From an optimization exercise on the open Yosys and OpenROAD flow, aimed at small area; shortcuts taken in it are not production practice. Function was checked by simulation only, so behaviour that the tests miss may differ from the original.

== lane 4 ==
==> module timerMs_input, before the edit <==
module timerMs_input
    #(parameter bits = 16)(
    input logic clk, reset,
    input logic phase_zero, phase_wrap,
    input logic [bits - 1:0] finalValue,
    output logic done
    );
    localparam logic [25:0] INV = 26'h0c26139;  
    logic [25:0] w_reg;
    assign done = phase_zero && (w_reg == {{(26-bits){1'b0}}, finalValue});
    always_ff@(posedge clk, posedge reset)
    begin
        if(reset)
            w_reg <= 0;
        else if(done)
            w_reg <= 0;
        else if(phase_wrap)
            w_reg <= w_reg + INV;
    end
endmodule
==> module singleLedBlink, before the edit <==
module singleLedBlink
    #(parameter bits = 16)(
    input logic clk, reset,
    input logic phase_zero, phase_wrap,
    input logic [bits - 1:0] finalValue,
    output logic led
    );
    logic timerOut;
    timerMs_input #(.bits(bits)) timer (
        .clk(clk),
        .reset(reset),
        .phase_zero(phase_zero),
        .phase_wrap(phase_wrap),
        .finalValue(finalValue),
        .done(timerOut)
    );
    t_ff TFF (
        .clk(clk),
        .reset(reset),
        .t(timerOut),
        .q(led)
    );
endmodule
==> module blinkingLeds, before the edit <==
module blinkingLeds
    #(parameter W = 4)(  
    input logic clk, reset,
    input  logic cs,
    input  logic read,
    input  logic write,
    input  logic [4:0] addr,
    input  logic [31:0] wr_data,
    output logic [31:0] rd_data,
    output logic [W-1:0] LED
    );
    logic [15:0] led_reg [3:0];
    logic wr_en;
    logic [5:0] phase;
    logic phase_zero, phase_wrap;
    always_ff@(posedge clk, posedge reset)
    begin
        if(reset)
            phase <= 0;
        else
            phase <= phase + 1;
    end
    assign phase_zero = (phase == 6'd0);
    assign phase_wrap = (phase == 6'd63);
    generate
        genvar i;
        for(i=0; i<4; i=i+1)
        begin: blinkingCircuit
            singleLedBlink #(.bits(16)) blink (
                .clk(clk),
                .reset(reset),
                .phase_zero(phase_zero),
                .phase_wrap(phase_wrap),
                .finalValue(led_reg[i]),
                .led(LED[i])
            );
        end
    endgenerate
    always_ff@(posedge clk, posedge reset)
    begin
        if(reset)
        begin
            led_reg[0] <= 0;
            led_reg[1] <= 0;
            led_reg[2] <= 0;
            led_reg[3] <= 0;
        end
        else
        begin
            if(wr_en)
            begin
                if(addr[1:0] == 2'b00)
                    led_reg[0] <= wr_data[15:0];
                if(addr[1:0] == 2'b01)
                    led_reg[1] <= wr_data[15:0];
                if(addr[1:0] == 2'b10)
                    led_reg[2] <= wr_data[15:0];
                if(addr[1:0] == 2'b11)
                    led_reg[3] <= wr_data[15:0];
            end
        end
    end
    assign wr_en = write && cs && (addr <= 3);
    assign rd_data = 0;
endmodule
==> flow/config.mk <==
export PLATFORM = sky130hd
export DESIGN_NAME = blinkingLeds
export DESIGN_NICKNAME = blinkingLeds
export VERILOG_FILES = /design/flow/design.v
export SDC_FILE = /design/flow/constraint.sdc
export NUM_CORES = 4
export LEC_CHECK = 0
export CAP_MARGIN = 20
export CORE_MARGIN = 2
export CORE_UTILIZATION = 40
export SLEW_MARGIN = 20
==> flow/constraint.sdc <==
create_clock -name core_clock -period 10.0 [get_ports {clk}]
set_input_delay 2.0000 -clock core_clock [delete_from_list [all_inputs] [get_ports {clk}]]
set_output_delay 2.0000 -clock core_clock [all_outputs]
set_load 0.01 [all_outputs]
run.sh (not shown) runs the stock make flow with config.mk's settings and CLKGATE_MAP_FILE= SYNTH_SCRIPT=/design/flow/synth_recipe.tcl, a recipe that flattens the netlist after the stock synthesis.
The following lists how lane 2 was set up differently from lane 4:
==> flow/design.v <==
`timescale 1ns / 1ps
module t_ff(
    input  logic clk, reset,
    input  logic t,
    output logic q
    );
    always_ff@(posedge clk, posedge reset)
    begin
        if(reset)
            q <= 1'b0;
        else if(t)
            q <= ~q;
    end
endmodule
`timescale 1ns / 1ps
module timerMs_input
    #(parameter bits = 16)(
    input logic clk, reset,
    input logic [bits - 1:0] finalValue,
    output logic done
    );
    logic [2*bits-1:0] r_reg, r_next;
    always_ff@(posedge clk, posedge reset)
    begin
        if(reset)
            r_reg <= 0;
        else
            r_reg <= r_next;
    end
    assign r_next = (r_reg == finalValue * 1_000_000)? 1 : r_reg + 1;
    assign done = (r_reg == finalValue * 1_000_000);
endmodule
`timescale 1ns / 1ps
module singleLedBlink
    #(parameter bits = 16)(
    input logic clk, reset,
    input logic [bits - 1:0] finalValue,
    output logic led
    );
    logic timerOut;
    timerMs_input #(.bits(bits)) timer (
        .clk(clk),
        .reset(reset),
        .finalValue(finalValue),
        .done(timerOut)
    );
    t_ff TFF (
        .clk(clk),
        .reset(reset),
        .t(timerOut),
        .q(led)
    );
endmodule
`timescale 1ns / 1ps
module blinkingLeds
    #(parameter W = 4)(  
    input logic clk, reset,
    input  logic cs,
    input  logic read,
    input  logic write,
    input  logic [4:0] addr,
    input  logic [31:0] wr_data,
    output logic [31:0] rd_data,
    output logic [W-1:0] LED
    );
    logic [15:0] led_reg [3:0]; 
    logic wr_en;
    generate
        genvar i;
        for(i=0; i<4; i=i+1)
        begin: blinkingCircuit
            singleLedBlink #(.bits(16)) blink (
                .clk(clk),
                .reset(reset),
                .finalValue(led_reg[i]),
                .led(LED[i])
            );
        end
    endgenerate
    always_ff@(posedge clk, posedge reset)
    begin
        if(reset)
        begin
            led_reg[0] <= 0;
            led_reg[1] <= 0;
            led_reg[2] <= 0;
            led_reg[3] <= 0;
        end
        else
        begin
            if(wr_en)
            begin
                if(addr[1:0] == 2'b00)
                    led_reg[0] <= wr_data[15:0];   
                if(addr[1:0] == 2'b01)
                    led_reg[1] <= wr_data[15:0];   
                if(addr[1:0] == 2'b10)
                    led_reg[2] <= wr_data[15:0];   
                if(addr[1:0] == 2'b11)
                    led_reg[3] <= wr_data[15:0];   
            end
        end
    end
    assign wr_en = write && cs && (addr <= 3);
    assign rd_data = 0;
endmodule
### Flow results
Die area ended up about 150% higher on lane 2 than on lane 4. Via count of the first global-routing pass, lane 2 and lane 4: larger value in lane 2. The lower number of non-clock inverters in the layout of lane 2 and lane 4 is in lane 4. For lane 2, the highest metal layer used by the detailed router was met5, unlike lane 4, where it was met4. In lane 2 the count of clock-buffer cells in the layout turned out 3 lower than in lane 4. Summary of the comparison: register-to-register slack is lower in lane 2, relative to lane 4. In the tables for lane 2 and lane 4, number of standard-cell rows in the floorplan reads higher with lane 2. Side by side, first-iteration DRC count turned out higher in lane 2 than in lane 4. On lane 2: routed wire length is 180% higher than what lane 4 gave. Relative to lane 4, compound-gate portion of the synthesized area has gone up in lane 2. [lane 2] post-route clock period utilization rose 34 points relative to lane 4.

## separate check: timing with driven ports
The flow's constraints put no driver on any port. The routed layouts listed below were extracted and timed again, unchanged, in two steps. Step 1, drivers: a clkbuf_16 drives clk and a buf_2 each remaining input, both assumed. Step 2 moves the port delays by t, midway between the first and last clock arrival at a register: inputs arrive t later, outputs are due t later. That takes back most of the time a late clock gives input paths. Slacks: ideal / step 1 / step 2; pairs: ideal / step 1.
| run | t, ns | slack for setup (ns) | latest minus earliest clock arrival (ns) |
|---|---|---|---|
| lane 4 | 0.473 | 6.254 / 6.271 / 5.798 | 0.015 / 0.015 |
| lane 2 | 0.548 | 2.862 / 2.862 / 2.862 | 0.021 / 0.021 |
After both steps setup and hold are still met in every run listed. The setup slack of lane 4, which loses most, moves by +0.017 ns with the drivers and by -0.456 ns with both steps.
